Source: an optimization exercise on an open RTL-to-GDS flow (aim: a short achievable clock period and few clock cycles). Production flows keep margins and buffers that such runs may drop.
Function was checked by simulation only, so behaviour that the tests miss may differ from the original.
No activity file was given, so power comes from the tool's default toggle rates.

### flow/config.mk
export PLATFORM = sky130hd
export DESIGN_NAME = cpu_top
export DESIGN_NICKNAME = cpu_top
export VERILOG_FILES = /design/flow/design.v
export SDC_FILE = /design/flow/constraint.sdc
export NUM_CORES = 4
export LEC_CHECK = 0
export ABC_CLOCK_PERIOD_IN_PS = 2500
export CAP_MARGIN = 20
export CORE_MARGIN = 2
export CORE_UTILIZATION = 40
export PLACE_DENSITY = 0.6
export SETUP_SLACK_MARGIN = 5
export SLEW_MARGIN = 20
### flow/constraint.sdc
create_clock -name core_clock -period 10.0 [get_ports {clk}]
set_input_delay 2.0000 -clock core_clock [delete_from_list [all_inputs] [get_ports {clk}]]
set_output_delay 2.0000 -clock core_clock [all_outputs]
set_load 0.01 [all_outputs]
### flow/design.v
module cpu_top (
    input  wire        clk,
    input  wire        reset,
    output wire [11:0] imem_addr,
    input  wire [17:0] imem_data,
    output wire [11:0] dmem_addr,
    output wire [17:0] dmem_wdata,
    output wire        dmem_we,
    input  wire [17:0] dmem_rdata,
    output wire        halted
);
    reg [11:0] pc;
    reg [17:0] ir;
    reg        ir_v;
    reg [11:0] ir_pc1;      
    reg        halted_r;
    reg [11:0] m_addr;
    reg [17:0] m_wdata;
    reg        m_we;
    reg        m_ld;
    reg [3:0]  m_rd;
    reg [17:0] R [0:15];
    wire [4:0]  f_op  = imem_data[17:13];
    wire        f_jmp = (f_op[4:1] == 4'b0101);                
    wire [11:0] f_off = f_op[0] ? {{3{imem_data[8]}}, imem_data[8:0]}
                                : imem_data[11:0];
    wire [11:0] pc1   = pc + 12'd1;
    wire [12:0] f_sum = {pc, 1'b1} + {f_off, 1'b1};              
    wire [11:0] f_tgt = f_sum[12:1];
    wire [4:0]  op  = ir[17:13];
    wire [3:0]  rd  = ir[12:9];
    wire [3:0]  rs1 = ir[8:5];
    wire [3:0]  rs2 = ir[4:1];
    wire [17:0] sx  = {{13{ir[4]}}, ir[4:0]};
    wire d_rr    = (op[4:3] == 2'b00) && (op[2:1] != 2'b11);    
    wire d_addsub= (op == 5'd0) || (op == 5'd1) || (op == 5'd6) || (op == 5'd7);
    wire d_logic = (op == 5'd2) || (op == 5'd3) || (op == 5'd8) || (op == 5'd9);
    wire d_shift = (op == 5'd4) || (op == 5'd5);
    wire d_imm   = (op == 5'd6) || (op == 5'd7) || (op == 5'd8) || (op == 5'd9);
    wire d_jal   = (op == 5'd11);
    wire d_ld    = (op == 5'd12);
    wire d_st    = (op == 5'd13);
    wire d_push  = (op == 5'd14);
    wire d_pop   = (op == 5'd15);
    wire d_lui   = (op == 5'd16);
    wire d_cmov  = (op == 5'd17);
    wire d_halt  = (op == 5'd31);
    wire use_rs1 = d_rr | d_imm | d_ld | d_st | d_cmov;
    wire use_rs2 = d_rr | d_cmov;
    wire use_rd  = d_st | d_push;
    wire use_sp  = d_push | d_pop;
    wire hazard = m_ld & ((use_rs1 & (m_rd == rs1)) |
                          (use_rs2 & (m_rd == rs2)) |
                          (use_rd  & (m_rd == rd))  |
                          (use_sp  & (m_rd == 4'd15)));
    wire run   = ir_v & ~halted_r;
    wire stall = run & hazard;
    wire go    = run & ~hazard;
    wire [17:0] a   = R[rs1];
    wire [17:0] br  = R[rs2];
    wire [17:0] rdv = R[rd];
    wire [17:0] sp  = R[15];
    wire [17:0] b     = d_imm ? sx : br;
    wire        sub   = op[0];
    wire [17:0] sum   = a + (b ^ {18{sub}}) + {17'd0, sub};
    wire [17:0] lgc   = op[0] ? ~(a | b) : ~(a & b);
    wire        sfill = op[0] & a[17];
    wire [18:0] shx   = $signed({sfill, a}) >>> br[4:0];
    wire [17:0] shr   = shx[17:0];
    wire [17:0] sp_pm = sp + {{17{~op[0]}}, 1'b1};                
    wire [17:0] x_res = ({18{d_addsub}}      & sum)
                      | ({18{d_logic}}       & lgc)
                      | ({18{d_shift}}       & shr)
                      | ({18{d_lui}}         & {ir[8:0], 9'd0})
                      | ({18{d_cmov}}        & a)
                      | ({18{d_jal}}         & {6'd0, ir_pc1})
                      | ({18{d_push|d_pop}}  & sp_pm);
    wire x_we = go & (d_rr | d_imm | d_lui | d_jal | d_push | d_pop |
                      (d_cmov & (br != 18'd0)));
    wire [3:0] x_wa = (d_push | d_pop) ? 4'd15 : rd;
    wire [11:0] ea = a[11:0] + sx[11:0];
    always @(posedge clk or posedge reset) begin
        if (reset) begin
            pc     <= 12'd0;
            ir     <= 18'd0;
            ir_v   <= 1'b0;
            ir_pc1 <= 12'd0;
        end else if (!stall) begin
            pc     <= f_jmp ? f_tgt : pc1;
            ir     <= imem_data;
            ir_v   <= 1'b1;
            ir_pc1 <= pc1;
        end
    end
    always @(posedge clk or posedge reset) begin
        if (reset) begin
            halted_r <= 1'b0;
            m_addr   <= 12'd0;
            m_wdata  <= 18'd0;
            m_we     <= 1'b0;
            m_ld     <= 1'b0;
            m_rd     <= 4'd0;
        end else begin
            if (go & d_halt)
                halted_r <= 1'b1;
            m_addr  <= d_push ? sp[11:0] : d_pop ? sp_pm[11:0] : ea;
            m_wdata <= rdv;
            m_we    <= go & (d_st | d_push);
            m_ld    <= go & (d_ld | d_pop);
            m_rd    <= rd;
        end
    end
    integer i;
    always @(posedge clk or posedge reset) begin
        if (reset) begin
            for (i = 0; i < 16; i = i + 1)
                R[i] <= 18'd0;
        end else begin
            for (i = 0; i < 16; i = i + 1) begin
                if (x_we && x_wa == i[3:0])
                    R[i] <= x_res;
                else if (m_ld && m_rd == i[3:0])
                    R[i] <= dmem_rdata;
            end
        end
    end
    assign imem_addr  = pc;
    assign dmem_addr  = m_addr;
    assign dmem_wdata = m_wdata;
    assign dmem_we    = m_we;
    assign halted     = halted_r;
endmodule
### flow/run.sh
#!/bin/bash
# synth_recipe.tcl (not shown) runs the flow's synth.tcl, then flattens the netlist and writes it again
# the make line also repeats each setting of config.mk as NAME=value (left out here)
make -C /OpenROAD-flow-scripts/flow DESIGN_CONFIG=/design/flow/config.mk WORK_HOME=/design/flow/orfs CLKGATE_MAP_FILE= SYNTH_SCRIPT=/design/flow/synth_recipe.tcl finish
==> run summary <==
Synth Area per Inst=9.426 µm²; # Max-Cap Violations=0; num rows=99; fin util=0.4733; Fillers=6,695; TritonRoute pass-1 iters=9; Post-DP Area=31,380 µm²; max-slew violations=0; Arrival @ worst endpoint=5.75 ns; final WL=168,100 µm; Critical Path End=R[1][16]; Min-Delay Path Class=flop to flop; Distinct cells, synth=98; CTS tree=yes; RR Startpoint=ir[3]; Critical Path Max Stage Delay=0.54 ns; vias per inst=roughly 7.3; outcome=complete, no violations; DRC Markers=0; vias in the first global route=28,930; Post-Syn Nets=3,223; Worst VDD drop=0.1829 mV; EDFF count, synth=0; Non-Filler Instances=approximately 4,200; synthesis-to-finish area growth=17.18%; critical path class=flop to flop; clk_skew=0.02163 ns; power density cells=248.0 nW/µm²; DP HPWL=approximately 110,000 µm; cells along the critical path=buf_8 -> nor2b_1 -> a221oi_1 -> nor3_2 -> o32a_4 -> mux2i_4 -> nor2b_2 -> or2_4 -> fa_2 -> a211o_1 -> a2111oi_4 -> o221ai_2 -> a31o_2 -> nand2_2 -> buf_6 -> o31ai_4 -> a311oi_2 -> buf_4 -> and3_4 -> mux2i_1; Placed Cells=4,001; GRT Util Overall=0.4330; Crit. End Element=flop; first-pass GRT wire length=230,700 µm; #FFs+latches synth=368; Worst Tran Pin Value=1.236 ns; Ys Warns=2; DR iter-0 viols=slightly below 5,000; critical-path maximum fanout=18; Synth Cell Area=29,470 µm²; grt total ovfl=0; GPL Wtd Cong=1.065; hold path startpoint=halted_r; Root Driver=clkbuf_16; Final Cycle Share=0.5302; die height=275.4 µm; Worst EP required=around 10 ns; final setup TNS=0 ns; vias after detailed routing=30,540; highest-count cells in the layout ignoring fill and taps=605 x mux2i_1, 359 x dfrtp_1, 165 x a21oi_1, 162 x buf_4, 138 x nand2_1; total power=8.565 mW; initial core utilization=0.4039; reg2reg path depth=20; Tmin final=5.302 ns; worst skew pair latency=0.61 ns; Design Area, Final=34,530 µm²; num ports=82; Slew HR=0.1740; core area=72,960 µm²; CP Buf/Inv Count=3; highest clock rate=roughly 190 MHz; Critical Path Start=ir[3]; most common cell after layout, fill and taps aside=mux2i_1; RSZ-0062 raised after global routing=yes; reg2reg setup slack=4.70 ns; wire per inst=40.37 µm; fraction of registers with async set/reset=1.000; Levels on crit path=20; post-synthesis cell count=3,126; terminus of the critical flop-to-flop path=R[1][16]; IO buf count=81; Total Nets Final=3,266; Inserted Clock Buffers=46; Die Span X=275.4 µm; H-tree levels=2; Hold Vio Cnt, Final=0; largest net degree at the start of global routing=between 150 and 200; Pleak=13.94 nW; ys flop type=dfrtp_1; Die ar.=75,850 µm²; CP top delay family=compound AO/OA/AOI/OAI gates; CP max-delay cell=dfrtp_4; sequential share of the synthesized area=0.3125; # hold bufs at CTS=0; Final ANT Viol Nets=0; Setup violations, final=0; layout cells sized above 1=0.1708; Sink Count=368; CTS max path bufs=3; clock-pin slew on the worst setup and hold paths=0.07 ns; CP Launch Type=flop; antenna violations before repair=12
==> stage by stage <==
stage          setup slack [ns]  hold WS [ns]
2_1_floorplan             3.062        0.3519
3_3_place_gp              3.036        0.5100
3_5_place_dp              2.923        0.5297
4_1_cts                   4.837        0.5375
5_1_grt                   4.691        0.5538
6_report                  4.698        0.5258
==> synth_stat cells, types with 32 or more instances <==
master | number | area [µm²]
a211oi_1 | 33 | 247.7
a21oi_1 | 175 | 875.8
a221oi_1 | 50 | 437.9
a22o_1 | 49 | 429.2
a22oi_1 | 136 | 1021
a31oi_1 | 34 | 212.7
and3_1 | 32 | 200.2
buf_2 | 88 | 440.4
clkbuf_1 | 145 | 544.3
dfrtp_1 | 368 | 9209
ha_1 | 55 | 688.2
inv_1 | 45 | 168.9
mux2_2 | 70 | 788.3
mux2i_1 | 608 | 6086
nand2_1 | 140 | 525.5
nand2b_1 | 37 | 231.5
nand3_1 | 81 | 405.4
nor2_1 | 148 | 555.5
nor2b_1 | 58 | 362.9
nor3_1 | 47 | 235.2
o21ai_0 | 108 | 540.5
o22ai_1 | 32 | 200.2
xnor2_1 | 70 | 613.1
==> metal layers <==
layer	global-route usage	part of all wire	vias up
met2	0.6082	0.40	2501
li1	-	-	12000
met1	0.5889	0.40	15340
met5	0	0.00016	-
met3	0.1329	0.13	690
met4	0.2383	0.072	4
==> power breakdown <==
group,switching (mW),internal (mW)
logic,2.12,1.58
clock network,0.738,1.10
registers,0.989,2.03
total,3.85,4.71
==> sequential cells by signal (all words and copies together) (netlist names) <==
| register | cells |
|---|---|
| halted_r | 1 |
| m_rd | 4 |
| ir_v | 1 |
| m_ld | 1 |
| m_we | 1 |
| ir | 18 |
| ir_pc1 | 12 |
| R | 288 |
| m_addr | 12 |
| pc | 12 |
| m_wdata | 18 |
==> repair_timing <==
| item | 4_1_cts | 5_1_grt |
|---|---|---|
| pin swaps | 33 | 18 |
| setup endpoints to repair | 290 | 208 |
| resized for setup | 126 | 34 |
| gates cloned | 8 | 1 |
| buffers inserted | 63 | 7 |
==> how the worst min path moves through the flow <==
stage / endpoint / cells past startpoint
CTS: halted_r / 1
global route: halted_r / 1
detailed placement: ir_pc1[10] / 2
floorplan: m_rd[0] / 0
finish: halted_r / 1
global placement: halted_r / 1
==> logic make-up after synthesis <==
| group | synth area share |
|---|---|
| mux | 0.2432 |
| compound gates | 0.2138 |
| simple gates | 0.1219 |
| other cells | 0.0001273 |
| fa+ha+maj | 0.02879 |
| xor+xnor | 0.02497 |
| buf+inv | 0.05469 |
| flops | 0.3125 |
==> worst register-to-register path: stages (launching register included) <==
cell and delay (ns):
dfrtp_4 0.54, buf_8 0.28, nor2b_1 0.12, a221oi_1 0.35, nor3_2 0.15, o32a_4 0.44
mux2i_4 0.20, nor2b_2 0.07, or2_4 0.25, fa_2 0.34, a211o_1 0.35, a2111oi_4 0.45
o221ai_2 0.19, a31o_2 0.32, nand2_2 0.10, buf_6 0.12, o31ai_4 0.05, a311oi_2 0.21
buf_4 0.20, and3_4 0.28, mux2i_1 0.12
==> area by class of cell <==
| type | count | area, µm² | area share |
|---|---|---|---|
| flip-flops and latches | 368 | 9235 | 0.2675 |
| repair buffers | 291 | 2895 | 0.08385 |
| clock buffers | 60 | 1305 | 0.03779 |
| diodes | 2 | 5.005 | 0.0001449 |
| clock inverters | 21 | 309.0 | 0.008950 |
| inverters | 45 | 183.9 | 0.005327 |
| well taps | 959 | 1200 | 0.03475 |
| multi-input cells | 2417 | 19400 | 0.5617 |
Testbench counts, summed over its fixed seeds: cycles 23,427.

## port drivers added, routing unchanged
Ports are ideal in the flow. The routed layout listed here was re-timed in OpenROAD. Step 1 assumes that a clkbuf_16 drives the clock port and a buf_2 every other input. Step 2 also shifts input and output timing later by t, the mid clock arrival at the registers, as if the neighbouring blocks saw the same clock. Three values: ideal, step 1, step 2; two values: the first two.
t (ns): 0.671
slack for setup (ns): 4.698 / 4.698 / 4.698
latest minus earliest clock arrival (ns): 0.023 / 0.023
After both steps this run still meets setup and hold. The setup slack of this run moves by 0.000 ns with the drivers and by 0.000 ns with both steps.
